What follows belongs to an exercise in optimizing a design on an open flow for small area, a short achievable clock period and few clock cycles; a production flow would make more cautious choices. Only simulation tests tie the RTL to the original design; equivalence was not proved. Power and IR drop assume default switching activity.

==> flow/design.v <==
package lampFPU_pkg;
	parameter LAMP_FLOAT_DW		=	16;
	parameter LAMP_FLOAT_S_DW 	=	1;
	parameter LAMP_FLOAT_E_DW 	=	8;
	parameter LAMP_FLOAT_F_DW 	=	7;
	parameter LAMP_INTEGER_DW	=	32;
	parameter LAMP_INTEGER_S_DW	=	1;
	parameter LAMP_INTEGER_F_DW	=	31;
	parameter LAMP_FLOAT_E_BIAS	=	(2 ** (LAMP_FLOAT_E_DW - 1)) - 1;
	parameter LAMP_FLOAT_E_MAX	=	(2 ** LAMP_FLOAT_E_DW) - 1;
	parameter INF				=	15'h7f80;
	parameter ZERO				=	15'h0000;
	parameter SNAN				=	15'h7fbf;
	parameter QNAN				=	15'h7fc0;
	parameter PLUS_INF			=	16'h7f80;
	parameter MINUS_INF			=	16'hff80;
	parameter PLUS_ZERO			=	16'h0000;
	parameter MINUS_ZERO		=	16'h8000;
	parameter INF_E_F			=	15'b111111110000000;  
	parameter SNAN_E_F			=	15'b111111110111111;  
	parameter QNAN_E_F			=	15'b111111111000000;  
	parameter ZERO_E_F			=	15'b000000000000000;  
	parameter LAMP_APPROX_DW	=	4;
	parameter LAMP_PREC_DW		=	8;
	parameter LAMP_APPROX_MULS	=	$clog2 ((LAMP_FLOAT_DW+1)/LAMP_APPROX_DW);
	typedef enum logic
	{
		FPU_RNDMODE_NEAREST		=	'd0,
		FPU_RNDMODE_TRUNCATE	=	'd1
	} rndModeFPU_t;
	typedef enum logic[3:0]
	{
		FPU_IDLE	= 4'd0,
		FPU_I2F		= 4'd1,
		FPU_F2I		= 4'd2,
		FPU_ADD		= 4'd3,
		FPU_SUB		= 4'd4,
		FPU_MUL		= 4'd5,
		FPU_DIV		= 4'd6,
		FPU_EQ		= 4'd7,
		FPU_LT		= 4'd8,
		FPU_LE		= 4'd9,
		FPU_SQRT    = 4'd10,
		FPU_INVSQRT = 4'd11
	} opcodeFPU_t;
endpackage
	localparam logic [127:0] DIVR_B0 = 128'h00000000000000000000000000000000;
	localparam logic [127:0] DIVR_B1 = 128'h00000000000000000000000000000000;
	localparam logic [127:0] DIVR_B2 = 128'h00000000000000000000000000000000;
	localparam logic [127:0] DIVR_B3 = 128'h00aaaa00aaaa00aa00aa00aa0000aaaa;
	localparam logic [127:0] DIVR_B4 = 128'h00666600666600660066006600006666;
	localparam logic [127:0] DIVR_B5 = 128'h001e1eaa1e1e001eaa1e001eaa001e1e;
	localparam logic [127:0] DIVR_B6 = 128'h00fe0166ab54005466fe00fe6600abfe;
	localparam logic [127:0] DIVR_B7 = 128'h0001ff1e66cdaa981eab00541eaa99fe;
	localparam logic [127:0] DIVR_B8 = 128'h00aaaafe4b6966e0ab660067ab6687fe;
	localparam logic [127:0] DIVR_B9 = 128'h00666654738e1e55cce1aa87661e2a54;
	localparam logic [127:0] DIVR_B10 = 128'h001e1ecdd6a5ab66f0e066524bfe6667;
	localparam logic [127:0] DIVR_B11 = 128'haaab54969b36338700e01e3126ab4b87;
	localparam logic [127:0] DIVR_B12 = 128'h6666cdb2496d6952aa4aab5a4b338c07;
	localparam logic [127:0] DIVR_B13 = 128'h1e1e3c71c71ce73199d99936d9695aad;
	localparam logic [127:0] DIVR_B14 = 128'h01fe03f03f03e0f0783878f1c718c663;
	localparam logic [127:0] DIVR_B15 = 128'h0001fff000ffe00ff807f80fc0f83e1f;
	localparam logic [127:0] DIVR_B16 = 128'h0000000fffffe00007fff8003ff801ff;
	localparam logic [127:0] DIVR_B17 = 128'h0000000000001ffffffff8000007ffff;
	localparam logic [127:0] DIVR_B18 = 128'h0000000000000000000007ffffffffff;
	localparam logic [127:0] DIVR_B19 = 128'hffffffffffffffffffffffffffffffff;
	localparam logic [511:0] SQRT_B0 = 512'hfffffffffffffffffffffffffffffffceffffffffffefffffffbfeffffffffffffffffffffbffefffffffffffffffffcffffffffffdffffffffffdffffffffff;
	localparam logic [511:0] SQRT_B1 = 512'h4b4b5ad5aad55554ab52d24d998e3c0026664c9b24da49696b56aa5552a94b6cb696d2d2d2d6b4ad6a56ad56aa55555655555556aab55ab56a5294b496db6db2;
	localparam logic [511:0] SQRT_B2 = 512'hc738c63399cccccd99364924b4a56aaa1e1e3c78e3c638e718ce66333664d92538e71ce31ce738ce7398ce67339999989999999b33266cd9b364d926db6db6db;
	localparam logic [511:0] SQRT_B3 = 512'h3f07c1f0783c3c3c78f1c71c739ce66601fe03f81fc1f81f07c1e1f0f1e3c71c3f07e0fc1f07c0f07c1f0f87c3e1e1e0e1e1e1e3c3c78f1e3c78e1c71c71c71c;
	localparam logic [511:0] SQRT_B4 = 512'hff003ff007fc03fc07f03f03f07c1e1e0001fff8003ff800ffc01ff00fe03f03c007ff001ff800ff801ff007fc01fe00fe01fe03fc07f01fc07f01f81f81f81f;
	localparam logic [511:0] SQRT_B5 = 512'h00fffff00003fffc000fff000ffc01fe00000007fffff800003ffff0001fff000007ffffe00000ffffe00007fffe0000fffe0003fff8001fff8001ffe001ffe0;
	localparam logic [511:0] SQRT_B6 = 512'hfffffff000000003ffffff000003fffe00000000000007fffffffff0000000fffff80000000000fffffffff800000000fffffffc0000001ffffffe000001ffff;
	localparam logic [511:0] SQRT_B7 = 512'hfffffff000000000000000fffffffffe00000000000000000000000fffffffffffffffffffffff000000000000000000ffffffffffffffe0000000000001ffff;
	localparam logic [511:0] SQRT_B8 = 512'h0000000ffffffffffffffffffffffffe0000000000000000000000000000000000000000000000000000000000000000fffffffffffffffffffffffffffe0000;
	localparam logic [511:0] SQRT_B9 = 512'hfffffffffffffffffffffffffffffffe0000000000000000000000000000000000000000000000000000000000000000ffffffffffffffffffffffffffffffff;
import lampFPU_pkg::*;
module lampFPU_top (
	clk, rst,
	flush_i, padv_i,
	opcode_i, rndMode_i, op1_i, op2_i,
	result_o, isResultValid_o, isReady_o
);
	localparam logic [127:0] DIVR_B0 = 128'h00000000000000000000000000000000;
	localparam logic [127:0] DIVR_B1 = 128'h00000000000000000000000000000000;
	localparam logic [127:0] DIVR_B2 = 128'h00000000000000000000000000000000;
	localparam logic [127:0] DIVR_B3 = 128'h00aaaa00aaaa00aa00aa00aa0000aaaa;
	localparam logic [127:0] DIVR_B4 = 128'h00666600666600660066006600006666;
	localparam logic [127:0] DIVR_B5 = 128'h001e1eaa1e1e001eaa1e001eaa001e1e;
	localparam logic [127:0] DIVR_B6 = 128'h00fe0166ab54005466fe00fe6600abfe;
	localparam logic [127:0] DIVR_B7 = 128'h0001ff1e66cdaa981eab00541eaa99fe;
	localparam logic [127:0] DIVR_B8 = 128'h00aaaafe4b6966e0ab660067ab6687fe;
	localparam logic [127:0] DIVR_B9 = 128'h00666654738e1e55cce1aa87661e2a54;
	localparam logic [127:0] DIVR_B10 = 128'h001e1ecdd6a5ab66f0e066524bfe6667;
	localparam logic [127:0] DIVR_B11 = 128'haaab54969b36338700e01e3126ab4b87;
	localparam logic [127:0] DIVR_B12 = 128'h6666cdb2496d6952aa4aab5a4b338c07;
	localparam logic [127:0] DIVR_B13 = 128'h1e1e3c71c71ce73199d99936d9695aad;
	localparam logic [127:0] DIVR_B14 = 128'h01fe03f03f03e0f0783878f1c718c663;
	localparam logic [127:0] DIVR_B15 = 128'h0001fff000ffe00ff807f80fc0f83e1f;
	localparam logic [127:0] DIVR_B16 = 128'h0000000fffffe00007fff8003ff801ff;
	localparam logic [127:0] DIVR_B17 = 128'h0000000000001ffffffff8000007ffff;
	localparam logic [127:0] DIVR_B18 = 128'h0000000000000000000007ffffffffff;
	localparam logic [127:0] DIVR_B19 = 128'hffffffffffffffffffffffffffffffff;
	localparam logic [511:0] SQRT_B0 = 512'hfffffffffffffffffffffffffffffffceffffffffffefffffffbfeffffffffffffffffffffbffefffffffffffffffffcffffffffffdffffffffffdffffffffff;
	localparam logic [511:0] SQRT_B1 = 512'h4b4b5ad5aad55554ab52d24d998e3c0026664c9b24da49696b56aa5552a94b6cb696d2d2d2d6b4ad6a56ad56aa55555655555556aab55ab56a5294b496db6db2;
	localparam logic [511:0] SQRT_B2 = 512'hc738c63399cccccd99364924b4a56aaa1e1e3c78e3c638e718ce66333664d92538e71ce31ce738ce7398ce67339999989999999b33266cd9b364d926db6db6db;
	localparam logic [511:0] SQRT_B3 = 512'h3f07c1f0783c3c3c78f1c71c739ce66601fe03f81fc1f81f07c1e1f0f1e3c71c3f07e0fc1f07c0f07c1f0f87c3e1e1e0e1e1e1e3c3c78f1e3c78e1c71c71c71c;
	localparam logic [511:0] SQRT_B4 = 512'hff003ff007fc03fc07f03f03f07c1e1e0001fff8003ff800ffc01ff00fe03f03c007ff001ff800ff801ff007fc01fe00fe01fe03fc07f01fc07f01f81f81f81f;
	localparam logic [511:0] SQRT_B5 = 512'h00fffff00003fffc000fff000ffc01fe00000007fffff800003ffff0001fff000007ffffe00000ffffe00007fffe0000fffe0003fff8001fff8001ffe001ffe0;
	localparam logic [511:0] SQRT_B6 = 512'hfffffff000000003ffffff000003fffe00000000000007fffffffff0000000fffff80000000000fffffffff800000000fffffffc0000001ffffffe000001ffff;
	localparam logic [511:0] SQRT_B7 = 512'hfffffff000000000000000fffffffffe00000000000000000000000fffffffffffffffffffffff000000000000000000ffffffffffffffe0000000000001ffff;
	localparam logic [511:0] SQRT_B8 = 512'h0000000ffffffffffffffffffffffffe0000000000000000000000000000000000000000000000000000000000000000fffffffffffffffffffffffffffe0000;
	localparam logic [511:0] SQRT_B9 = 512'hfffffffffffffffffffffffffffffffe0000000000000000000000000000000000000000000000000000000000000000ffffffffffffffffffffffffffffffff;
input									clk;
input									rst;
input									flush_i;
input									padv_i;
input			[3:0]					opcode_i;
input									rndMode_i;
input			[LAMP_INTEGER_DW-1:0]	op1_i;
input			[LAMP_FLOAT_DW-1:0]		op2_i;
output	logic	[LAMP_INTEGER_DW-1:0]	result_o;
output	logic							isResultValid_o;
output	logic							isReady_o;
	logic			accept;
	assign accept		= ~isResultValid_o & (opcode_i != FPU_IDLE) & ~flush_i;
	assign isReady_o	= (opcode_i == FPU_IDLE) | isResultValid_o;
	logic			dv_pend;
	logic			isDivOp;
	assign isDivOp		= opcode_i == FPU_DIV;
	always_ff @(posedge clk)
	begin
		if (rst)
		begin
			isResultValid_o	<=	1'b0;
			dv_pend			<=	1'b0;
		end
		else if (isResultValid_o)
			isResultValid_o	<=	~padv_i;
		else if (dv_pend)
		begin
			isResultValid_o	<=	1'b1;
			dv_pend			<=	1'b0;
		end
		else
		begin
			isResultValid_o	<=	accept & ~isDivOp;
			dv_pend			<=	accept & isDivOp;
		end
	end
	logic			s1, s2;
	logic	[7:0]	e1, e2;
	logic	[6:0]	f1, f2;
	logic			isInf1, isDN1, isZ1, isSN1, isQN1, isNaN1;
	logic			isInf2, isDN2, isZ2, isSN2, isQN2, isNaN2;
	logic	[8:0]	E1, E2;		 
	logic	[7:0]	F1, F2;		 
	logic	[2:0]	nlz1, nlz2;
	logic	[7:0]	N1, N2;		 
	function automatic logic [2:0] lzc8(input logic [7:0] x);
		casez (x)
			8'b1???????: lzc8 = 3'd0;
			8'b01??????: lzc8 = 3'd1;
			8'b001?????: lzc8 = 3'd2;
			8'b0001????: lzc8 = 3'd3;
			8'b00001???: lzc8 = 3'd4;
			8'b000001??: lzc8 = 3'd5;
			8'b0000001?: lzc8 = 3'd6;
			8'b00000001: lzc8 = 3'd7;
			default:     lzc8 = 3'd0;
		endcase
	endfunction
	always_comb
	begin
		{s1, e1, f1}	= op1_i[15:0];
		{s2, e2, f2}	= op2_i;
		isInf1	= (&e1) & ~(|f1);
		isDN1	= ~(|e1) & (|f1);
		isZ1	= ~(|op1_i[14:0]);
		isSN1	= (&e1) & ~f1[6] & (|f1[5:0]);
		isQN1	= (&e1) & f1[6];
		isNaN1	= isSN1 | isQN1;
		isInf2	= (&e2) & ~(|f2);
		isDN2	= ~(|e2) & (|f2);
		isZ2	= ~(|op2_i[14:0]);
		isSN2	= (&e2) & ~f2[6] & (|f2[5:0]);
		isQN2	= (&e2) & f2[6];
		isNaN2	= isSN2 | isQN2;
		E1		= {1'b0, e1[7:1], e1[0] | isDN1};
		E2		= {1'b0, e2[7:1], e2[0] | isDN2};
		F1		= {|e1, f1};		 
		F2		= {|e2, f2};
		nlz1	= lzc8(F1);
		nlz2	= lzc8(F2);
		N1		= F1 << nlz1;
		N2		= F2 << nlz2;
	end
	logic	isAdd, isSub, isMul, isDiv, isSqrt, isInvSqrt, isF2i, isI2f, isEq, isLt, isLe;
	assign isI2f		= opcode_i == FPU_I2F;
	assign isF2i		= opcode_i == FPU_F2I;
	assign isAdd		= opcode_i == FPU_ADD;
	assign isSub		= opcode_i == FPU_SUB;
	assign isMul		= opcode_i == FPU_MUL;
	assign isDiv		= opcode_i == FPU_DIV;
	assign isEq			= opcode_i == FPU_EQ;
	assign isLt			= opcode_i == FPU_LT;
	assign isLe			= opcode_i == FPU_LE;
	assign isSqrt		= opcode_i == FPU_SQRT;
	assign isInvSqrt	= opcode_i == FPU_INVSQRT;
	logic			as_gt, as_doSub, as_sticky, as_sInit;
	logic	[8:0]	as_ediff, as_eInit;
	logic	[10:0]	as_rhs, as_rhsSh;
	logic	[11:0]	as_noSh, as_sum, as_fInit;
	logic	[12:0]	as_sum13;
	logic			as_eGt;
	logic			as_specNaN, as_specSign;
	always_comb
	begin
		as_eGt		= E1 > E2;
		as_gt		= as_eGt | ((E1 == E2) & (F1 > F2));
		as_ediff	= as_eGt ? (E1 - E2) : (E2 - E1);
		as_rhs		= as_gt ? {F2, 3'b0} : {F1, 3'b0};
		as_noSh		= as_gt ? {1'b0, F1, 3'b0} : {1'b0, F2, 3'b0};
		as_rhsSh	= as_rhs >> as_ediff;
		case (as_ediff)
			9'd0, 9'd1, 9'd2:	as_sticky = 1'b0;
			9'd3, 9'd4:			as_sticky = as_rhs[3];
			9'd5:				as_sticky = |as_rhs[4:3];
			9'd6:				as_sticky = |as_rhs[5:3];
			9'd7:				as_sticky = |as_rhs[6:3];
			9'd8:				as_sticky = |as_rhs[7:3];
			9'd9:				as_sticky = |as_rhs[8:3];
			default:			as_sticky = |as_rhs[9:3];
		endcase
		as_rhsSh[0]	= as_rhsSh[0] | as_sticky;
		as_doSub	= isSub ^ s1 ^ s2;
		as_sum13	= {as_noSh, 1'b1} + {{1'b0, as_rhsSh} ^ {12{as_doSub}}, as_doSub};
		as_sum		= as_sum13[12:1];
		as_eInit	= as_gt ? E1 : E2;
		as_sInit	= as_gt ? s1 : (s2 ^ isSub);
		as_fInit	= as_doSub ? {1'b0, as_sum[10:0]} : as_sum;
		as_specNaN	= isNaN1 | isNaN2 | (isInf1 & isInf2 & (s1 ^ s2 ^ isSub));
		if (isNaN1)
			as_specSign	= s1;
		else if (isNaN2)
			as_specSign	= s2;
		else if (isInf1 & isInf2 & (s1 ^ s2 ^ isSub))
			as_specSign	= 1'b1;
		else if (isInf1)
			as_specSign	= s1;
		else
			as_specSign	= s2 ^ isSub;
	end
	logic	[9:0]	md_et, md_t;
	logic	[16:0]	md_b;
	logic	[24:0]	md_x;
	logic	[19:0]	dv_r;
	logic	[6:0]	dv_idx;
	assign dv_idx = N2[6:0];
	assign dv_r = {DIVR_B19[dv_idx], DIVR_B18[dv_idx], DIVR_B17[dv_idx], DIVR_B16[dv_idx],
				DIVR_B15[dv_idx], DIVR_B14[dv_idx], DIVR_B13[dv_idx], DIVR_B12[dv_idx],
				DIVR_B11[dv_idx], DIVR_B10[dv_idx], DIVR_B9[dv_idx], DIVR_B8[dv_idx],
				DIVR_B7[dv_idx], DIVR_B6[dv_idx], DIVR_B5[dv_idx], DIVR_B4[dv_idx],
				DIVR_B3[dv_idx], DIVR_B2[dv_idx], DIVR_B1[dv_idx], DIVR_B0[dv_idx]};
	logic	[3:0]	md_nlzs;
	logic	[9:0]	md_kmu, md_kdu;
	logic	[4:0]	md_k;
	always_comb
	begin
		md_t	= {1'b0, E2} - 10'd127 - nlz2;
		md_et	= {1'b0, E1} - nlz1 + (md_t ^ {10{dv_pend}}) + {9'b0, dv_pend};
		md_b	= dv_pend ? d_r[16:0] : {9'b0, F2};
		md_x	= F1 * md_b;
		md_nlzs	= nlz1 + nlz2;
		md_kmu	= 10'd142 - {1'b0, E1} - {1'b0, E2};
		md_kdu	= {1'b0, E2} - {1'b0, E1} - nlz2 - 10'd113;
	end
	logic	[9:0]	sq_d;
	logic	[7:0]	sq_epre, sq_e;
	logic	[9:0]	sq_t;
	logic	[8:0]	sq_idx;
	assign sq_idx = {isInvSqrt, E1[0] & ~nlz1[0], N1[6:0]};
	assign sq_t = {SQRT_B9[sq_idx], SQRT_B8[sq_idx], SQRT_B7[sq_idx], SQRT_B6[sq_idx], SQRT_B5[sq_idx],
				SQRT_B4[sq_idx], SQRT_B3[sq_idx], SQRT_B2[sq_idx], SQRT_B1[sq_idx], SQRT_B0[sq_idx]};
	always_comb
	begin
		sq_d	= {1'b0, E1} - nlz1;
		sq_epre	= isInvSqrt ? (8'd190 - sq_d[8:1]) : (8'd64 + sq_d[8:1]);
	end
	logic			fi_isSR;
	logic	[4:0]	fi_sr, fi_sl;
	logic	[34:0]	fi_ext, fi_sh;
	logic			fi_sticky, fi_addOne, fi_sign;
	always_comb
	begin
		fi_sr	= '0;
		fi_sl	= '0;
		fi_isSR	= 1'b0;
		if (E1 < 9'd103)
		begin
			fi_sr	= 5'd31;
			fi_isSR	= 1'b1;
		end
		else if (E1 < 9'd134)
		begin
			fi_sr	= 5'(9'd134 - E1);
			fi_isSR	= 1'b1;
		end
		else if (E1 < 9'd158 || (s1 && E1 == 9'd158 && F1 == 8'h80))
			fi_sl	= 5'(E1 - 9'd134);
		fi_ext	= {24'b0, F1, 3'b0};
		fi_sh	= fi_isSR ? (fi_ext >> fi_sr) : (fi_ext << fi_sl);
		case (fi_sr)
			5'd0, 5'd1:	fi_sticky = 1'b0;
			5'd2:		fi_sticky = fi_sh[3];
			5'd3:		fi_sticky = |fi_sh[4:3];
			5'd4:		fi_sticky = |fi_sh[5:3];
			5'd5:		fi_sticky = |fi_sh[6:3];
			5'd6:		fi_sticky = |fi_sh[7:3];
			5'd7:		fi_sticky = |fi_sh[8:3];
			5'd8:		fi_sticky = |fi_sh[9:3];
			default:	fi_sticky = 1'b0;
		endcase
		fi_addOne	= ~rndMode_i & ((fi_sh[3] & fi_sh[2]) | (fi_sh[2] & fi_sticky));
		fi_sign		= s1 & ~isNaN1;
	end
	logic	cm_eq, cm_lt, cm_res, cm_nan, cm_zz;
	always_comb
	begin
		cm_nan	= isNaN1 | isNaN2;
		cm_zz	= isZ1 & isZ2;
		cm_eq	= ~cm_nan & (cm_zz | (op1_i[15:0] == op2_i));
		cm_lt	= ~cm_nan & ~cm_zz & (
					(s1 & ~s2) |
					(~s1 & ~s2 & (op1_i[14:0] < op2_i[14:0])) |
					(s1 & s2 & (op1_i[14:0] > op2_i[14:0])));
		if (isEq)
			cm_res	= cm_eq;
		else if (isLt)
			cm_res	= cm_lt;
		else
			cm_res	= cm_eq | cm_lt;
	end
	logic			c_as, c_md, c_i2f, c_sq, c_f2i, c_cmp;
	logic			c_as_r, c_md_r, c_i2f_r, c_sq_r, c_f2i_r, c_cmp_r;
	logic			isDiv_r, rnd_r;
	logic			sp, spSign, spZero, spNaN;
	logic			sp_r, spSign_r, spZero_r, spNaN_r;
	logic			s_n, s_r;
	logic	[9:0]	e_n, e_r;
	logic	[31:0]	d_n, d_r;
	logic			md_under, md_zero, md_ge255, md_ge256;
	logic			md_under_r, md_zero_r, md_ge255_r, md_ge256_r;
	logic	[4:0]	md_k_r;
	logic			fi_neg_r, fi_inc_r;
	always_comb
	begin
		c_as	= isAdd | isSub;
		c_md	= isMul | isDiv;
		c_i2f	= isI2f;
		c_sq	= isSqrt | isInvSqrt;
		c_f2i	= isF2i;
		c_cmp	= isEq | isLt | isLe;
		md_under	= md_et[9] | (dv_pend & (md_et == 10'd0));
		md_zero		= md_et[9] & (md_et < 10'd1013);
		if (md_under)
			md_k	= dv_pend ? md_kdu[4:0] : md_kmu[4:0];
		else
			md_k	= dv_pend ? (5'd13 - nlz1) : (5'd14 - md_nlzs);
		md_ge255	= md_et >= 10'd255;
		md_ge256	= md_et >= 10'd256;
		sp		= 1'b0;
		spSign	= 1'b0;
		spZero	= 1'b0;
		spNaN	= 1'b0;
		s_n		= 1'b0;
		e_n		= '0;
		if (c_as)
		begin
			sp		= isInf1 | isInf2 | isNaN1 | isNaN2;
			spSign	= as_specSign;
			spNaN	= as_specNaN;
			s_n		= as_sInit;
			e_n		= {1'b0, as_eInit};
		end
		else if (c_md)
		begin
			sp		= isZ1 | isZ2 | isInf1 | isInf2 | isNaN1 | isNaN2;
			if (isNaN1)
			begin
				spSign	= s1;
				spNaN	= 1'b1;
			end
			else if (isNaN2)
			begin
				spSign	= s2;
				spNaN	= 1'b1;
			end
			else if (isMul)
			begin
				if ((isZ1 & isInf2) | (isInf1 & isZ2))
				begin
					spSign	= 1'b1;
					spNaN	= 1'b1;
				end
				else
				begin
					spSign	= s1 ^ s2;
					spZero	= isZ1 | isZ2;
				end
			end
			else
			begin
				spSign	= s1 ^ s2;
				spNaN	= (isZ1 & isZ2) | (isInf1 & isInf2);
				spZero	= ~spNaN & (isZ1 | isInf2);
			end
			s_n		= s1 ^ s2;
			e_n		= md_et;
		end
		else if (c_sq)
		begin
			sp		= isZ1 | s1 | isInf1 | isNaN1;
			if (isZ1)
			begin
				spSign	= s1;
				spZero	= isSqrt;
			end
			else if (s1)
			begin
				spSign	= 1'b1;
				spNaN	= 1'b1;
			end
			else if (isInf1)
			begin
				spSign	= s1;
				spZero	= isInvSqrt;
			end
			else
			begin
				spSign	= 1'b1;
				spNaN	= 1'b1;
			end
			s_n		= s1;
			e_n		= {2'b0, sq_epre};
		end
		else if (c_i2f)
		begin
			sp		= ~(|op1_i);
			spZero	= 1'b1;
			s_n		= op1_i[31];
		end
		d_n		= ({32{c_as}} & {20'b0, as_fInit})
				| ({32{c_md}} & ((isDiv & ~dv_pend) ? {15'b0, dv_r[19:3]} : {7'b0, md_x}))
				| ({32{c_sq}} & {22'b0, sq_t})
				| ({32{c_i2f}} & ((op1_i ^ {32{op1_i[31]}}) + {31'b0, op1_i[31]}))
				| ({32{c_f2i}} & fi_sh[34:3])
				| ({32{c_cmp}} & {31'b0, cm_res});
	end
	always_ff @(posedge clk)
	begin
		if (~isResultValid_o)
		begin
			c_as_r		<=	c_as;
			c_md_r		<=	c_md;
			c_i2f_r		<=	c_i2f;
			c_sq_r		<=	c_sq;
			c_f2i_r		<=	c_f2i;
			c_cmp_r		<=	c_cmp;
			isDiv_r		<=	dv_pend;
			rnd_r		<=	rndMode_i;
			sp_r		<=	sp;
			spSign_r	<=	spSign;
			spZero_r	<=	spZero;
			spNaN_r		<=	spNaN;
			s_r			<=	s_n;
			e_r			<=	e_n;
			d_r			<=	d_n;
			md_under_r	<=	md_under;
			md_zero_r	<=	md_zero;
			md_k_r		<=	md_k;
			md_ge255_r	<=	md_ge255;
			md_ge256_r	<=	md_ge256;
			fi_neg_r	<=	fi_sign;
			fi_inc_r	<=	fi_sign ^ fi_addOne;
		end
	end
	logic	[11:0]	as_fi, as_f;
	logic	[8:0]	as_ei, as_e;
	logic	[3:0]	as_lsa;
	always_comb
	begin
		as_fi	= d_r[11:0];
		as_ei	= e_r[8:0];
		casez (as_fi)
			12'b1???????????: as_lsa = 4'd0;
			12'b01??????????: as_lsa = 4'd0;
			12'b001?????????: as_lsa = 4'd1;
			12'b0001????????: as_lsa = 4'd2;
			12'b00001???????: as_lsa = 4'd3;
			12'b000001??????: as_lsa = 4'd4;
			12'b0000001?????: as_lsa = 4'd5;
			12'b00000001????: as_lsa = 4'd6;
			12'b000000001???: as_lsa = 4'd7;
			12'b0000000001??: as_lsa = 4'd8;
			12'b00000000001?: as_lsa = 4'd9;
			12'b000000000001: as_lsa = 4'd10;
			default:          as_lsa = 4'd0;
		endcase
		if (as_fi[11])
		begin
			if (as_ei == 9'd254)
			begin
				as_e	= 9'd255;
				as_f	= '0;
			end
			else
			begin
				as_e	= as_ei + 9'd1;
				as_f	= {1'b0, as_fi[11:1]};
			end
		end
		else if (as_fi[10])
		begin
			as_f	= {as_fi[11:2], as_fi[1] | as_fi[0], 1'b0};
			as_e	= as_ei;
		end
		else if (as_fi == '0)
		begin
			as_e	= '0;
			as_f	= '0;
		end
		else if (as_ei > {5'b0, as_lsa})
		begin
			as_e	= as_ei - as_lsa;
			as_f	= as_fi << as_lsa;
		end
		else
		begin
			as_e	= '0;
			as_f	= as_fi << (as_ei[3:0] - 4'd1);
		end
	end
	logic	[15:0]	md_m, md_msh;
	logic	[29:0]	md_v;
	logic	[9:0]	md_e;
	logic			md_ls, md_st;
	logic	[11:0]	md_fi, md_f;
	logic	[8:0]	md_e9;
	always_comb
	begin
		md_v	= isDiv_r ? {2'b0, d_r[24:0], 3'b0} : {d_r[15:0], 14'b0};
		md_msh	= 16'(md_v >> md_k_r);
		md_ls	= isDiv_r & ~md_msh[14];
		if (md_under_r)
		begin
			md_m	= md_zero_r ? 16'b0 : md_msh;
			md_e	= '0;
		end
		else if (md_ge255_r & (~md_ls | md_ge256_r))
		begin
			md_m	= '0;
			md_e	= '1;
		end
		else
		begin
			md_m	= md_ls ? {md_msh[14:0], 1'b0} : md_msh;
			md_e	= e_r - md_ls;
		end
		md_st		= |md_m[2:0];
		md_fi		= md_m[15:4];
		md_fi[0]	= md_fi[0] | md_st;
		if (md_fi[11])
		begin
			if (md_e == 10'd254)
			begin
				md_e9	= 9'd255;
				md_f	= '0;
			end
			else
			begin
				md_e9	= md_e[8:0] + 9'd1;
				md_f	= {1'b0, md_fi[11:1]};
			end
		end
		else if (md_e != '0)
		begin
			md_f	= {md_fi[11:2], md_fi[1] | md_fi[0], 1'b0};
			md_e9	= md_e[8:0];
		end
		else if (md_fi[10])
		begin
			md_e9	= '1;
			md_f	= md_fi;
		end
		else
		begin
			md_e9	= '0;
			md_f	= md_fi;
		end
		md_f[1]	= md_f[1] | md_st;
		md_f[0]	= md_st;
	end
	logic	[31:0]	if_norm;
	logic	[4:0]	if_lz;
	function automatic logic [4:0] lzc32(input logic [31:0] x);
		logic [4:0] n;
		n = 5'd31;
		for (int k = 0; k < 32; k++)
			if (x[k])
				n = 5'd31 - k[4:0];
		lzc32 = n;
	endfunction
	always_comb
	begin
		if_lz	= lzc32(d_r);
		if_norm	= d_r << if_lz;
	end
	logic	[7:0]	r_e;
	logic	[8:0]	r_f;			 
	logic			r_up;
	logic	[6:0]	r_frac;
	always_comb
	begin
		if (c_as_r)
		begin
			r_e		= as_e[7:0];
			r_f		= as_f[9:1];
		end
		else if (c_md_r)
		begin
			r_e		= md_e9[7:0];
			r_f		= md_f[9:1];
		end
		else if (c_sq_r)
		begin
			r_e		= e_r[7:0] - d_r[9];
			r_f		= d_r[8:0];
		end
		else
		begin
			r_e		= 8'd158 - if_lz;
			r_f		= {if_norm[30:23], |if_norm[22:0]};
		end
		r_up	= ~rnd_r & r_f[1] & (r_f[0] | r_f[2]);
		if (r_up & ~(&r_f[5:2]))
			r_frac	= {r_f[8:6], r_f[5:2] + 4'd1};
		else
			r_frac	= r_f[8:2];
		if (c_f2i_r)
			result_o	= (d_r ^ {32{fi_neg_r}}) + {31'b0, fi_inc_r};
		else if (c_cmp_r)
			result_o	= {31'b0, d_r[0]};
		else if (sp_r)
			result_o	= {16'b0, spSign_r, {8{~spZero_r}}, spNaN_r, 6'b0};
		else
			result_o	= {16'b0, s_r, r_e, r_frac};
	end
endmodule
==> flow/flow/run.sh <==
#!/bin/bash
set -euo pipefail
bash standard.sh SETUP_SLACK_MARGIN=5.5 finish > standard.log 2>&1
==> flow/standard.sh <==
#!/bin/bash
# synth_recipe.tcl (not shown) runs the flow's synth.tcl, then flattens the netlist and writes it again
# the make line also repeats each setting of config.mk as NAME=value (left out here)
make -C /OpenROAD-flow-scripts/flow DESIGN_CONFIG=/design/flow/config.mk WORK_HOME=/design/flow/orfs CLKGATE_MAP_FILE= SYNTH_SCRIPT=/design/flow/synth_recipe.tcl "${@:-finish}"
==> flow/config.mk <==
export PLATFORM = sky130hd
export DESIGN_NAME = lampFPU_top
export DESIGN_NICKNAME = lampFPU_top
export VERILOG_FILES = /design/flow/design.v
export SDC_FILE = /design/flow/constraint.sdc
export NUM_CORES = 4
export LEC_CHECK = 0
export ABC_AREA = 1
export CAP_MARGIN = 20
export CORE_MARGIN = 2
export CORE_UTILIZATION = 40
export SETUP_SLACK_MARGIN = 5
export SLEW_MARGIN = 20
==> flow/constraint.sdc <==
create_clock -name core_clock -period 15.0 [get_ports {clk}]
set_input_delay 3.0000 -clock core_clock [delete_from_list [all_inputs] [get_ports {clk}]]
set_output_delay 3.0000 -clock core_clock [all_outputs]
set_load 0.01 [all_outputs]
==> impl_metrics.prom, run 1 <==
# TYPE chip_impl_metric gauge
chip_impl_metric{name="largest_register_ffs",unit=""} 32
chip_impl_metric{name="timing.fmax",unit="MHz"} 109
chip_impl_metric{name="timing_max_transition_violations_final",unit=""} 0
chip_impl_metric{name="antennaDiodeCount",unit=""} 0
chip_impl_metric{name="finalCriticalPeriod",unit="ns"} 9.16
chip_impl_metric{name="syn-mean-instance-area",unit="sq um"} 5.83
chip_impl_metric{name="setup.reg_to_reg.worst_slack",unit="ns"} 8.06
chip_impl_metric{name="synth_edf_count",unit=""} 65
chip_impl_metric{name="ys.warnings.count",unit=""} 1
chip_impl_metric{name="start_util",unit="%"} 40.2
chip_impl_metric{name="chipWidth",unit="um"} 258
chip_impl_metric{name="route.detailed.wl_per_inst",unit="um"} 22.1
chip_impl_metric{name="finalClockSkew",unit="ns"} 0.0178
chip_impl_metric{name="syn-num-nets",unit=""} 4747
chip_impl_metric{name="clock_insertion_delay_worst_skew",unit="ns"} 0.38
chip_impl_metric{name="io_pins",unit=""} 91
chip_impl_metric{name="maximum_number_of_pins_on_one_net_before_global_route_repair",unit=""} 66
chip_impl_metric{name="area_growth_syn_to_layout",unit="%"} 9.19
chip_impl_info{name="crit_path_start_kind",value="input pin"} 1
chip_impl_metric{name="postCtsHoldBufs",unit=""} 0
chip_impl_metric{name="cts_max_path_buffers",unit=""} 2
chip_impl_metric{name="synth_cell_area",unit="sq mm"} 0.0258
chip_impl_metric{name="fin_ws",unit="ns"} 5.84
chip_impl_metric{name="delay_of_the_slowest_critical_path_stage",unit="ns"} 0.54
chip_impl_metric{name="cp.arrival",unit="ns"} 9.28
chip_impl_metric{name="nets",unit=""} 4742
chip_impl_metric{name="final_core_utilization",unit="%"} 43.9
chip_impl_info{name="cts_tree",value="done"} 1
chip_impl_info{name="clock-root-buffer",value="clkbuf_16"} 1
chip_impl_info{name="most_flops_register",value="d_r"} 1
chip_impl_metric{name="dpl.hpwl",unit="um"} 91300
chip_impl_metric{name="cts_buffers",unit=""} 9
chip_impl_metric{name="cts-htree-levels",unit=""} 3
chip_impl_metric{name="final_period_utilization",unit="%"} 61.1
chip_impl_info{name="result_of_the_run",value="timing/DRC/antenna clean"} 1
chip_impl_metric{name="reg2reg_depth",unit=""} 35
chip_impl_metric{name="post-route-drc-count",unit=""} 0
chip_impl_metric{name="postSynth.asyncResetShare",unit="%"} 0
chip_impl_metric{name="yosys.cell_types.count",unit=""} 82
chip_impl_metric{name="cts_num_sinks",unit=""} 67
chip_impl_metric{name="maximum_resistive_drop_on_vdd",unit="uV"} 44.6
chip_impl_metric{name="placed_cells",unit=""} 5214
chip_impl_info{name="crit_type",value="input pin to flip-flop"} 1
chip_impl_metric{name="max-slew-margin-rel",unit="%"} 21.8
chip_impl_metric{name="gpl.final_weighted_congestion",unit=""} 1.05
chip_impl_metric{name="max-cap-violations",unit=""} 0
chip_impl_metric{name="cts.clk_slew.worst_paths",unit="ns"} 0.08
chip_impl_metric{name="report.final.hold_viol_count",unit=""} 0
chip_impl_info{name="worst_r2r_startpoint",value="dv_pend$_SDFFE_PP0N_"} 1
chip_impl_metric{name="port_bufs",unit=""} 90
chip_impl_metric{name="initial_antenna_violation_count",unit=""} 1
chip_impl_info{name="synthFlopType",value="edfxtp_1"} 1
chip_impl_metric{name="synthCells",unit=""} 4421
chip_impl_metric{name="drt_first_iter_violations",unit=""} 3568
chip_impl_metric{name="postSynthRegisterBits",unit=""} 67
chip_impl_metric{name="wire_length_of_the_first_global_routing_pass",unit="um"} 176000
chip_impl_metric{name="coreArea",unit="sq mm"} 0.0641
chip_impl_info{name="worstSetupEndpointType",value="flip-flop"} 1
chip_impl_metric{name="ant_nets",unit=""} 0
chip_impl_info{name="min-delay-start",value="dv_pend$_SDFFE_PP0N_"} 1
chip_impl_info{name="worst_path_most_repeated_cell",value="inv_1"} 1
chip_impl_metric{name="grt_overflow",unit=""} 0
chip_impl_info{name="mostFrequentLayoutCells",value="nand2_1, inv_1, nor2_1"} 1
chip_impl_metric{name="cp.required",unit="ns"} 15.12
chip_impl_metric{name="drt_pre_antenna_iters",unit=""} 8
chip_impl_info{name="mostFrequentLayoutCell",value="nand2_1"} 1
chip_impl_metric{name="timing.hold.worst_path_depth",unit=""} 2
chip_impl_metric{name="critPathMaxFanout",unit=""} 12
chip_impl_metric{name="gr-usage-all-layers",unit="%"} 33.9
chip_impl_metric{name="p_per_area",unit="mW/mm^2"} 90.5
chip_impl_info{name="min-delay-path-class",value="flip-flop to flip-flop"} 1
chip_impl_metric{name="layout-drive-gt1-share",unit="%"} 6.72
chip_impl_info{name="reg2reg_to",value="d_r[24]$_DFFE_PN_"} 1
chip_impl_metric{name="wl",unit="um"} 116000
chip_impl_metric{name="setup_viol",unit=""} 0
chip_impl_metric{name="final_cell_count_no_fill",unit=""} 5276
chip_impl_metric{name="seq_area_frac_synth",unit="%"} 7.72
chip_impl_info{name="critical-path-slowest-cell",value="fa_1"} 1
chip_impl_metric{name="placement.setup.worst_slack",unit="ns"} 4.34
chip_impl_metric{name="vias",unit=""} 31200
chip_impl_info{name="grt_setup_unrepaired",value="true"} 1
chip_impl_metric{name="finalSetupTns",unit="ns"} 0
chip_impl_metric{name="design.die.area",unit="sq mm"} 0.0665
chip_impl_metric{name="std_cell_rows",unit=""} 93
chip_impl_metric{name="worst_pin_slew",unit="ns"} 1.16
chip_impl_metric{name="first_global_vias",unit=""} 29100
chip_impl_metric{name="vias_per_cell",unit=""} 5.91
chip_impl_info{name="min_to",value="dv_pend$_SDFFE_PP0N_"} 1
chip_impl_info{name="largestRegisters",value="d_r x32, e_r x10, md_k_r x5"} 1
chip_impl_metric{name="die_h",unit="um"} 258
chip_impl_metric{name="leakage",unit="nW"} 13.0
[worst max-delay path by stage]
stage | startpoint | to | cells past startpoint
global route | op1_i[4] | d_r[24]$_DFFE_PN_ | 41
global placement | op1_i[2] | d_r[4]$_DFFE_PN_ | 30
floorplan | op1_i[11] | d_r[23]$_DFFE_PN_ | 33
finish | op1_i[4] | d_r[24]$_DFFE_PN_ | 40
detailed placement | op1_i[1] | d_r[4]$_DFFE_PN_ | 28
CTS | d_r[11]$_DFFE_PN_ | result_o[0] | 33
[worst max-delay path: cells and delay by family]
family,cells,cell delay [ns]
compound gates,12,1.72
fa+ha+maj,5,1.89
buf+inv,13,1.79
simple gates,10,0.83
[metal layers]
metal  part of all wire [%]  wire length [um]  vias up  global-route usage, %
li1                       -                 -    14800                      -
met3                    7.9              9150      339                   3.07
met4                    6.1              7140        0                   17.7
met2                     44             50700     1611                   53.2
met5                      0                 0        -                      0
met1                     42             49400    14500                   46.3
[power breakdown]
part	switching [mW]	internal [mW]	total (mW)
registers	0.0671	0.246	0.313
clock network	0.102	0.132	0.233
logic	1.35	0.648	2.00
total	1.52	1.03	2.55
[stage by stage]
| stage | hold WS, ns | total power, mW | cell area (sq um) |
|---|---|---|---|
| after floorplan | 0.470 | 1.62 | 25800 |
| after global placement | 0.476 | 2.20 | 27200 |
| after detailed placement | 0.503 | 2.19 | 27200 |
| after CTS | 0.519 | 2.45 | 27700 |
| after global routing | 0.571 | 2.75 | 28200 |
| final | 0.513 | 2.55 | 28200 |
[logic make-up (layout without fill, tap and decap cells)]
| family | after synthesis | after routing | share of synthesized area (%) |
|---|---|---|---|
| xor gates and xnor gates | 153 | 153 | 5.19 |
| and+or+nand+nor | 1977 | 1977 | 32.0 |
| buffers and inverters | 832 | 832 | 12.9 |
| adders and majority gates | 269 | 269 | 16.0 |
| AOI/OAI and AO/OA | 1104 | 1104 | 25.5 |
| DFF | 67 | 67 | 7.72 |
| muxes | 19 | 19 | 0.742 |
[final cells by class]
cell class	count	area (sq um)
Timing Repair Buffer	185	1660
Sequential cell	67	1990
Multi-Input combinational cell	3522	20700
Fill cell	7043	35900
Inverter	630	2420
Clock inverter	7	82.6
Tap cell	855	1070
Clock buffer	9	225
Timing Repair inverter	1	5.00
[what timing repair did]
item / CTS / global route
cloned: 1 / 2
pin swaps: 1 / 7
resized for setup: 27 / 87
endpoints found under the setup margin: 30 / 37
setup buffers: 13 / 30
[synthesized netlist by cell type, types with 6 or more instances]
cell type	n	share of area (%)
nand3_2	6	0.23
o22ai_1	30	0.73
fa_1	102	7.9
buf_4	10	0.29
edfxtp_1	65	7.6
or2_2	19	0.46
a221oi_1	20	0.68
nor3_1	69	1.3
o21ai_1	53	1.0
a221o_1	8	0.31
buf_2	41	0.80
inv_2	30	0.44
o21ai_2	13	0.44
a2111oi_0	9	0.31
nand3_1	255	4.9
nor2_1	492	7.2
nor2_2	14	0.34
nand4_1	32	0.78
a21oi_1	276	5.4
ha_1	167	8.1
clkinv_1	14	0.20
a311oi_1	7	0.24
buf_1	16	0.23
inv_1	583	8.5
o211ai_1	55	1.6
nand2_2	10	0.24
o2111ai_1	19	0.65
o311ai_1	6	0.20
o31ai_1	14	0.41
buf_6	13	0.57
a32o_1	10	0.39
xor2_1	81	2.8
a211oi_1	22	0.64
mux2i_1	18	0.70
nand2_1	1034	15
a22oi_1	13	0.38
o311ai_0	11	0.37
nor4_1	14	0.34
clkbuf_1	121	1.8
o21ai_0	429	8.3
a31oi_1	35	0.85
o221ai_1	27	0.92
o32ai_1	7	0.24
xnor2_1	72	2.4
Testbench counts, summed over its fixed seeds: cycles 20,075.
==> run 2: changes to the inputs <==
==> flow/flow/run.sh (replaced) <==
#!/bin/bash
set -euo pipefail
bash standard.sh SETUP_SLACK_MARGIN=6.5 finish > standard.log 2>&1
==> run 2 against run 1 <==
  * Clock-buffer cell count did not move
  * Total power rose by 9.2%
  * Core utilization rose by 3.0 points
  * Combinational power rose by 12%
  * Area after synthesis did not move
  * Via count rose by 2.5%
  * Setup slack improved by 0.66 ns
  * First-iteration DRC count rose by 16%
  * Global-route usage fell by 0.43 points
  * Non-clock buffer count rose by 109
  * Cell count rose by 2.2%
  * Critical path type unchanged
  * Highest routed layer unchanged
==> impl_metrics.prom, run 2 <==
# TYPE chip_impl_metric gauge
chip_impl_metric{name="critPathMaxFanout",unit=""} 5
chip_impl_metric{name="route.detailed.wl_per_inst",unit="um"} 21.8
chip_impl_metric{name="n_fill_cell",unit=""} 6777
chip_impl_metric{name="nets",unit=""} 4856
chip_impl_metric{name="maximum_number_of_pins_on_one_net_before_global_route_repair",unit=""} 67
chip_impl_info{name="synth_area_leader_cell",value="nand2_1"} 1
chip_impl_info{name="most_flops_register",value="d_r"} 1
chip_impl_metric{name="ant_nets",unit=""} 0
chip_impl_info{name="grt_setup_unrepaired",value="true"} 1
chip_impl_info{name="result_of_the_run",value="timing/DRC/antenna clean"} 1
chip_impl_metric{name="dpl_cell_area",unit="sq mm"} 0.0272
chip_impl_info{name="synth.area.top_cells",value="nand2_1, inv_1, o21ai_0"} 1
chip_impl_metric{name="first_global_vias",unit=""} 29100
chip_impl_metric{name="dpl.hpwl",unit="um"} 89300
chip_impl_metric{name="io_pins",unit=""} 91
chip_impl_metric{name="std_cell_rows",unit=""} 93
chip_impl_metric{name="clock_insertion_delay_worst_skew",unit="ns"} 0.37
chip_impl_metric{name="drt_first_iter_violations",unit=""} 4146
chip_impl_metric{name="register_area",unit="sq mm"} 0.00199
chip_impl_metric{name="gpl.final_weighted_congestion",unit=""} 1.04
chip_impl_metric{name="layout-drive-gt1-share",unit="%"} 12.6
chip_impl_info{name="mostFrequentLayoutCell",value="nand2_1"} 1
chip_impl_info{name="critical-path-slowest-cell",value="fa_1"} 1
chip_impl_metric{name="placement.setup.worst_slack",unit="ns"} 4.46
chip_impl_metric{name="drt_pre_antenna_iters",unit=""} 6
chip_impl_metric{name="finalCriticalPeriod",unit="ns"} 8.50
chip_impl_metric{name="final_period_utilization",unit="%"} 56.7
chip_impl_metric{name="final_cell_count_no_fill",unit=""} 5390
chip_impl_info{name="crit_type",value="input pin to flip-flop"} 1
chip_impl_metric{name="synthCells",unit=""} 4421
chip_impl_metric{name="timing_max_transition_violations_final",unit=""} 0
chip_impl_metric{name="placed_cells",unit=""} 5213
chip_impl_metric{name="vias",unit=""} 32000
chip_impl_metric{name="report.final.hold_viol_count",unit=""} 0
chip_impl_metric{name="wire_length_of_the_first_global_routing_pass",unit="um"} 175000
chip_impl_metric{name="setup.reg_to_reg.worst_slack",unit="ns"} 8.12
chip_impl_metric{name="syn-mean-instance-area",unit="sq um"} 5.83
chip_impl_info{name="synthFlopType",value="edfxtp_1"} 1
chip_impl_metric{name="design.die.area",unit="sq mm"} 0.0665
chip_impl_metric{name="postSynthRegisterBits",unit=""} 67
chip_impl_info{name="cts_tree",value="done"} 1
chip_impl_metric{name="leakage",unit="nW"} 13.8
chip_impl_metric{name="cts-htree-levels",unit=""} 3
chip_impl_metric{name="yosys.cell_types.count",unit=""} 82
chip_impl_info{name="synth_common_cells",value="nand2_1, inv_1, nor2_1"} 1
chip_impl_metric{name="finalSetupTns",unit="ns"} 0
chip_impl_metric{name="timing.hold.worst_path_depth",unit=""} 1
chip_impl_metric{name="vias_per_cell",unit=""} 5.93
chip_impl_metric{name="wl",unit="um"} 117000
chip_impl_metric{name="footprint_of_the_multi_input_gates",unit="sq mm"} 0.0215
chip_impl_metric{name="final_core_utilization",unit="%"} 46.9
chip_impl_metric{name="grt_overflow",unit=""} 0
chip_impl_metric{name="fin_ws",unit="ns"} 6.50
chip_impl_metric{name="synth_cell_area",unit="sq mm"} 0.0258
chip_impl_metric{name="postSynth.asyncResetShare",unit="%"} 0
chip_impl_metric{name="cts_num_sinks",unit=""} 67
chip_impl_metric{name="start_util",unit="%"} 40.2
chip_impl_metric{name="worst_pin_slew",unit="ns"} 1.14
chip_impl_metric{name="cts_buffers",unit=""} 9
chip_impl_metric{name="final_area",unit="sq mm"} 0.0301
chip_impl_metric{name="post-route-drc-count",unit=""} 0
chip_impl_metric{name="max-cap-violations",unit=""} 0
chip_impl_metric{name="finalClockSkew",unit="ns"} 0.0117
chip_impl_info{name="mostFrequentLayoutCells",value="nand2_1, inv_1, nor2_1"} 1
chip_impl_metric{name="setup_viol",unit=""} 0
chip_impl_metric{name="chipWidth",unit="um"} 258
chip_impl_metric{name="coreArea",unit="sq mm"} 0.0641
chip_impl_metric{name="cts_max_path_buffers",unit=""} 2
chip_impl_info{name="min-delay-path-class",value="flip-flop to flip-flop"} 1
chip_impl_metric{name="maximum_resistive_drop_on_vdd",unit="uV"} 59.0
chip_impl_metric{name="largest_register_ffs",unit=""} 32
chip_impl_metric{name="reg2reg_depth",unit=""} 38
chip_impl_metric{name="post-synth-top-area-fraction",unit="%"} 15.0
chip_impl_metric{name="p_per_area",unit="mW/mm^2"} 92.5
chip_impl_metric{name="path_depth",unit=""} 37
chip_impl_info{name="critPathTopFamily",value="adder cells"} 1
chip_impl_info{name="synth.most_common_cell",value="nand2_1"} 1
chip_impl_metric{name="path_buf_inv",unit=""} 9
chip_impl_metric{name="die_h",unit="um"} 258
chip_impl_info{name="clock-root-buffer",value="clkbuf_16"} 1
chip_impl_info{name="largestRegisters",value="d_r x32, e_r x10, md_k_r x5"} 1
chip_impl_metric{name="ys.warnings.count",unit=""} 1
chip_impl_metric{name="initial_antenna_violation_count",unit=""} 0
chip_impl_metric{name="timing.fmax",unit="MHz"} 118
chip_impl_metric{name="antennaDiodeCount",unit=""} 0
chip_impl_metric{name="area_growth_syn_to_layout",unit="%"} 16.6
chip_impl_metric{name="postCtsHoldBufs",unit=""} 0
chip_impl_metric{name="port_bufs",unit=""} 90
chip_impl_info{name="worstSetupEndpointType",value="flip-flop"} 1
chip_impl_metric{name="cp.arrival",unit="ns"} 8.62
chip_impl_metric{name="cp.required",unit="ns"} 15.11
chip_impl_metric{name="synth_edf_count",unit=""} 65
chip_impl_metric{name="syn-num-nets",unit=""} 4747
chip_impl_info{name="crit_path_start_kind",value="input pin"} 1
chip_impl_metric{name="max-slew-margin-rel",unit="%"} 23.9
chip_impl_metric{name="gr-usage-all-layers",unit="%"} 33.5
chip_impl_metric{name="seq_area_frac_synth",unit="%"} 7.72
chip_impl_metric{name="delay_of_the_slowest_critical_path_stage",unit="ns"} 0.56
chip_impl_metric{name="cts.clk_slew.worst_paths",unit="ns"} 0.08
## run 2: cell counts after synthesis
No cell type changed its count.
## run 2: what timing repair did
item / 4_1_cts / 5_1_grt
resized for setup: 258 / 224
endpoints found under the setup margin: 53 / 47
cloned: 3 / 10
pin swaps: 31 / 95
setup buffers: 68 / 80
## run 2: worst reg2reg max path, delay by kind of cell, from the launching register on
kind                       cells  cell delay [ns]
AOI/OAI and AO/OA              5             0.59
buffers and inverters         24             3.36
and+or+nand+nor                4             0.64
adders and majority gates      5             1.84
DFF                            1             0.31
## run 2: cell families (layout without fill, tap and decap cells)
| group | Yosys count | after routing | synth area share, % |
|---|---|---|---|
| AOI/OAI and AO/OA | 1104 | 1104 | 25.5 |
| xor gates and xnor gates | 153 | 153 | 5.19 |
| adders and majority gates | 269 | 269 | 16.0 |
| buffers and inverters | 832 | 943 | 12.9 |
| DFF | 67 | 67 | 7.72 |
| muxes | 19 | 19 | 0.742 |
| and+or+nand+nor | 1977 | 1980 | 32.0 |
## run 2: final timing paths
check	startpoint	endpoint
worst max-delay path	op1_i[12]	d_r[24]$_DFFE_PN_
worst min-delay path	isResultValid_o$_SDFF_PP0_	isResultValid_o$_SDFF_PP0_
worst max register to register	dv_pend$_SDFFE_PP0N_	d_r[6]$_DFFE_PN_
worst min register to register	isResultValid_o$_SDFF_PP0_	isResultValid_o$_SDFF_PP0_
## run 2: area by class of cell
| type | instances | area share, % |
|---|---|---|
| multi-input combinational | 3525 | 71.6 |
| timing repair buffer | 294 | 8.83 |
| inverter | 630 | 8.34 |
| sequential | 67 | 6.62 |
| tap | 855 | 3.56 |
| clock buffer | 9 | 0.749 |
| clock inverter | 7 | 0.274 |
| timing repair inverter | 3 | 0.0707 |
## run 2: layer usage
layer	share of wire [%]	GRT usage (%)
met1	41	44.9
met2	43	52.2
met3	9.8	4.42
met4	6.4	18.0
met5	0	0
## run 2: through the flow
stage,total power [mW],hold WS (ns)
6_report,2.78,0.554
5_1_grt,2.99,0.579
4_1_cts,2.54,0.551
3_5_place_dp,2.17,0.540
3_3_place_gp,2.18,0.537
2_1_floorplan,1.62,0.470
## run 2: where the power goes
| part | switching, mW | leakage [nW] | internal, mW |
|---|---|---|---|
| combinational | 1.44 | 12.9 | 0.787 |
| sequential | 0.0731 | 0.724 | 0.246 |
| clock | 0.103 | 0.145 | 0.132 |
| total | 1.62 | 13.8 | 1.16 |
==> run 3: changes to the inputs <==
==> flow/flow/run.sh (replaced) <==
#!/bin/bash
set -euo pipefail
bash standard.sh SETUP_SLACK_MARGIN=6.5 "BUFFER_PORTS_ARGS=-buffer_cell sky130_fd_sc_hd__buf_2" finish > standard.log 2>&1
==> run 3 against run 2 <==
  * Hold slack lost 0.018 ns
  * Largest power group unchanged
  * Setup slack better by 0.089 ns
  * Critical path depth is 6 lower
  * Critical path type unchanged
  * Core utilization down 1.5 points
  * Area after synthesis stayed put
  * Cell count fell by 0.74%
  * Global-route usage is 0.52 points higher
  * Still clean on timing, DRC and antenna
  * Highest routed layer is now met5
  * Register-to-register slack better by 0.19 ns
  * Routed wire length up 0.43%
  * Die area did not move
==> impl_metrics.prom, run 3 <==
# TYPE chip_impl_metric gauge
chip_impl_info{name="result_of_the_run",value="timing/DRC/antenna clean"} 1
chip_impl_metric{name="report.final.hold_viol_count",unit=""} 0
chip_impl_metric{name="critPathMaxFanout",unit=""} 6
chip_impl_metric{name="design.die.area",unit="sq mm"} 0.0665
chip_impl_metric{name="finalSetupTns",unit="ns"} 0
chip_impl_metric{name="vias",unit=""} 31800
chip_impl_metric{name="max-cap-violations",unit=""} 0
chip_impl_metric{name="initial_antenna_violation_count",unit=""} 2
chip_impl_metric{name="maximum_number_of_pins_on_one_net_before_global_route_repair",unit=""} 66
chip_impl_info{name="mostFrequentLayoutCell",value="nand2_1"} 1
chip_impl_metric{name="max-slew-margin-rel",unit="%"} 15.8
chip_impl_info{name="most_flops_register",value="d_r"} 1
chip_impl_metric{name="n_fill_cell",unit=""} 6958
chip_impl_metric{name="io_pins",unit=""} 91
chip_impl_metric{name="route.detailed.wl_per_inst",unit="um"} 22.0
chip_impl_metric{name="seq_area_frac_synth",unit="%"} 7.72
chip_impl_info{name="grt_setup_unrepaired",value="true"} 1
chip_impl_metric{name="synth_cell_area",unit="sq mm"} 0.0258
chip_impl_info{name="cts_tree",value="done"} 1
chip_impl_metric{name="vias_per_cell",unit=""} 5.93
chip_impl_metric{name="std_cell_rows",unit=""} 93
chip_impl_metric{name="delay_of_the_slowest_critical_path_stage",unit="ns"} 0.62
chip_impl_metric{name="area_growth_syn_to_layout",unit="%"} 12.9
chip_impl_metric{name="synthCells",unit=""} 4421
chip_impl_info{name="mostFrequentLayoutCells",value="nand2_1, inv_1, nor2_1"} 1
chip_impl_info{name="crit_path_start_kind",value="input pin"} 1
chip_impl_metric{name="wire_length_of_the_first_global_routing_pass",unit="um"} 176000
chip_impl_metric{name="cts-htree-levels",unit=""} 3
chip_impl_info{name="critical-path-slowest-cell",value="fa_1"} 1
chip_impl_metric{name="synth_edf_count",unit=""} 65
chip_impl_info{name="worstSetupEndpointType",value="flip-flop"} 1
chip_impl_metric{name="gr-usage-all-layers",unit="%"} 34.0
chip_impl_metric{name="worst_pin_slew",unit="ns"} 1.26
chip_impl_metric{name="wl",unit="um"} 118000
chip_impl_info{name="synth_area_leader_cell",value="nand2_1"} 1
chip_impl_info{name="synth_common_cells",value="nand2_1, inv_1, nor2_1"} 1
chip_impl_metric{name="die_h",unit="um"} 258
chip_impl_info{name="synthFlopType",value="edfxtp_1"} 1
chip_impl_metric{name="dpl.hpwl",unit="um"} 90700
chip_impl_metric{name="cp.required",unit="ns"} 15.11
chip_impl_metric{name="nets",unit=""} 4816
chip_impl_metric{name="postSynth.asyncResetShare",unit="%"} 0
chip_impl_metric{name="grt_overflow",unit=""} 0
chip_impl_metric{name="postCtsHoldBufs",unit=""} 0
chip_impl_metric{name="placed_cells",unit=""} 5209
chip_impl_metric{name="ant_nets",unit=""} 0
chip_impl_metric{name="drt_first_iter_violations",unit=""} 3884
chip_impl_metric{name="gpl.final_weighted_congestion",unit=""} 1.01
chip_impl_metric{name="syn-mean-instance-area",unit="sq um"} 5.83
chip_impl_metric{name="clock_insertion_delay_worst_skew",unit="ns"} 0.36
chip_impl_info{name="crit_type",value="input pin to flip-flop"} 1
chip_impl_metric{name="ys.warnings.count",unit=""} 1
chip_impl_metric{name="timing_max_transition_violations_final",unit=""} 0
chip_impl_metric{name="setup_viol",unit=""} 0
chip_impl_metric{name="cp.arrival",unit="ns"} 8.52
chip_impl_metric{name="post-route-drc-count",unit=""} 0
chip_impl_info{name="min-delay-path-class",value="flip-flop to flip-flop"} 1
chip_impl_metric{name="final_cell_count_no_fill",unit=""} 5350
chip_impl_metric{name="finalCriticalPeriod",unit="ns"} 8.41
chip_impl_metric{name="maximum_resistive_drop_on_vdd",unit="uV"} 51.1
chip_impl_metric{name="final_period_utilization",unit="%"} 56.1
chip_impl_metric{name="cts.clk_slew.worst_paths",unit="ns"} 0.07
chip_impl_metric{name="port_bufs",unit=""} 90
chip_impl_metric{name="leakage",unit="nW"} 13.6
chip_impl_metric{name="cts_num_sinks",unit=""} 67
chip_impl_metric{name="p_per_area",unit="mW/mm^2"} 93.0
chip_impl_metric{name="cts_max_path_buffers",unit=""} 2
chip_impl_metric{name="chipWidth",unit="um"} 258
chip_impl_metric{name="finalClockSkew",unit="ns"} 0.0105
chip_impl_metric{name="coreArea",unit="sq mm"} 0.0641
chip_impl_metric{name="drt_pre_antenna_iters",unit=""} 8
chip_impl_metric{name="antennaDiodeCount",unit=""} 0
chip_impl_metric{name="start_util",unit="%"} 40.2
chip_impl_metric{name="postSynthRegisterBits",unit=""} 67
chip_impl_info{name="synth.most_common_cell",value="nand2_1"} 1
chip_impl_metric{name="first_global_vias",unit=""} 28800
chip_impl_info{name="clock-root-buffer",value="clkbuf_16"} 1
chip_impl_metric{name="yosys.cell_types.count",unit=""} 82
chip_impl_metric{name="largest_register_ffs",unit=""} 32
chip_impl_metric{name="syn-num-nets",unit=""} 4747
chip_impl_info{name="largestRegisters",value="d_r x32, e_r x10, md_k_r x5"} 1
chip_impl_info{name="synth.area.top_cells",value="nand2_1, inv_1, o21ai_0"} 1
chip_impl_metric{name="timing.fmax",unit="MHz"} 119
chip_impl_metric{name="layout-drive-gt1-share",unit="%"} 12.3
chip_impl_metric{name="cts_buffers",unit=""} 9
chip_impl_metric{name="post-synth-top-area-fraction",unit="%"} 15.0
run 3: metrics by stage:
stage	utilization (%)	hold slack, ns	total power [mW]	instance area (sq um)	setup slack [ns]
2_1_floorplan	-	0.470	1.62	25800	6.52
3_3_place_gp	41.7	0.524	2.17	26700	4.85
3_5_place_dp	41.7	0.529	2.16	26700	4.86
4_1_cts	43.5	0.543	2.50	27900	6.51
5_1_grt	45.4	0.594	2.92	29100	6.22
6_report	45.4	0.537	2.71	29100	6.59
run 3: cell type report:
type / instances / area [sq um] / area share (%)
clock buffer: 9 / 225 / 0.774
clock inverter: 7 / 100 / 0.344
inverter: 630 / 2490 / 8.54
multi-input combinational: 3525 / 21300 / 73.2
sequential: 67 / 1990 / 6.84
tap: 855 / 1070 / 3.67
timing repair buffer: 255 / 1920 / 6.60
timing repair inverter: 2 / 10.0 / 0.0344
run 3: worst paths after layout:
kind	slack, ns	to	depth (start not counted)	from
worst max-delay path	6.59	d_r[24]$_DFFE_PN_	31	op2_i[11]
worst min-delay path	0.54	isResultValid_o$_SDFF_PP0_	1	isResultValid_o$_SDFF_PP0_
worst max register to register	8.31	d_r[23]$_DFFE_PN_	33	dv_pend$_SDFFE_PP0N_
worst min register to register	0.54	isResultValid_o$_SDFF_PP0_	1	isResultValid_o$_SDFF_PP0_
run 3: metal layers:
metal | vias to the layer above | wire length, um | global-route usage, %
met3 | 339 | 11300 | 4.99
met4 | 4 | 7170 | 17.1
li1 | 14900 | - | -
met1 | 14700 | 48000 | 45.3
met2 | 1812 | 51300 | 53.5
met5 | - | 26 | 0
run 3: critical path, delay by kind of cell:
| family | cells | cell delay [ns] |
|---|---|---|
| adders and majority gates | 5 | 2.37 |
| and+or+nand+nor | 9 | 1.10 |
| AOI/OAI and AO/OA | 10 | 1.29 |
| buffers and inverters | 7 | 0.77 |
run 3: logic make-up (layout without fill, tap and decap cells):
logic type,after synthesis,after routing,synth area share (%)
flip-flops,67,67,7.72
XOR/XNOR,153,153,5.19
AO/OA/AOI/OAI,1104,1104,25.5
adder cells (fa/ha/maj),269,269,16.0
buffers and inverters,832,903,12.9
multiplexers,19,19,0.742
AND/OR/NAND/NOR,1977,1980,32.0
run 3: what timing repair did:
action                                  CTS  global route
setup buffers                            45            70
pin swaps                                41            81
gates cloned                              3             6
endpoints found under the setup margin   42            40
resized for setup                       130           162
run 3: power breakdown:
part / total (mW) / internal, mW / switching, mW
Combinational: 2.15 / 0.723 / 1.43
Sequential: 0.312 / 0.246 / 0.0662
Clock: 0.244 / 0.147 / 0.0969

-- port drivers added, routing unchanged --
The flow's constraints put no driver on any port. The routed layouts listed below were extracted and timed again, unchanged, in two steps.
Step 1 assumes that a clkbuf_16 drives the clock port and a buf_2 every other input.
Step 2 adds t to the input delays and takes it off the output delays; t is the mean of the earliest and latest rising clock arrival at the registers after step 1. Input paths then give back, and output paths get back, about the clock's delay inside the block.
a / b / c = ideal / step 1 / step 2; a / b = the first two.
run	t (ns)	slack for setup (ns)	clock arrival spread, ns	worst slew at a driven data input, ns
run 1	0.423	5.841 / 5.801 / 5.453	0.019 / 0.020	0.04
run 2	0.420	6.498 / 6.514 / 6.094	0.017 / 0.017	0.05
run 3	0.412	6.587 / 6.601 / 6.189	0.016 / 0.016	0.11
After both steps setup and hold are still met in every run listed. The setup slack of run 2, which loses most, moves by +0.016 ns with the drivers and by -0.404 ns with both steps.
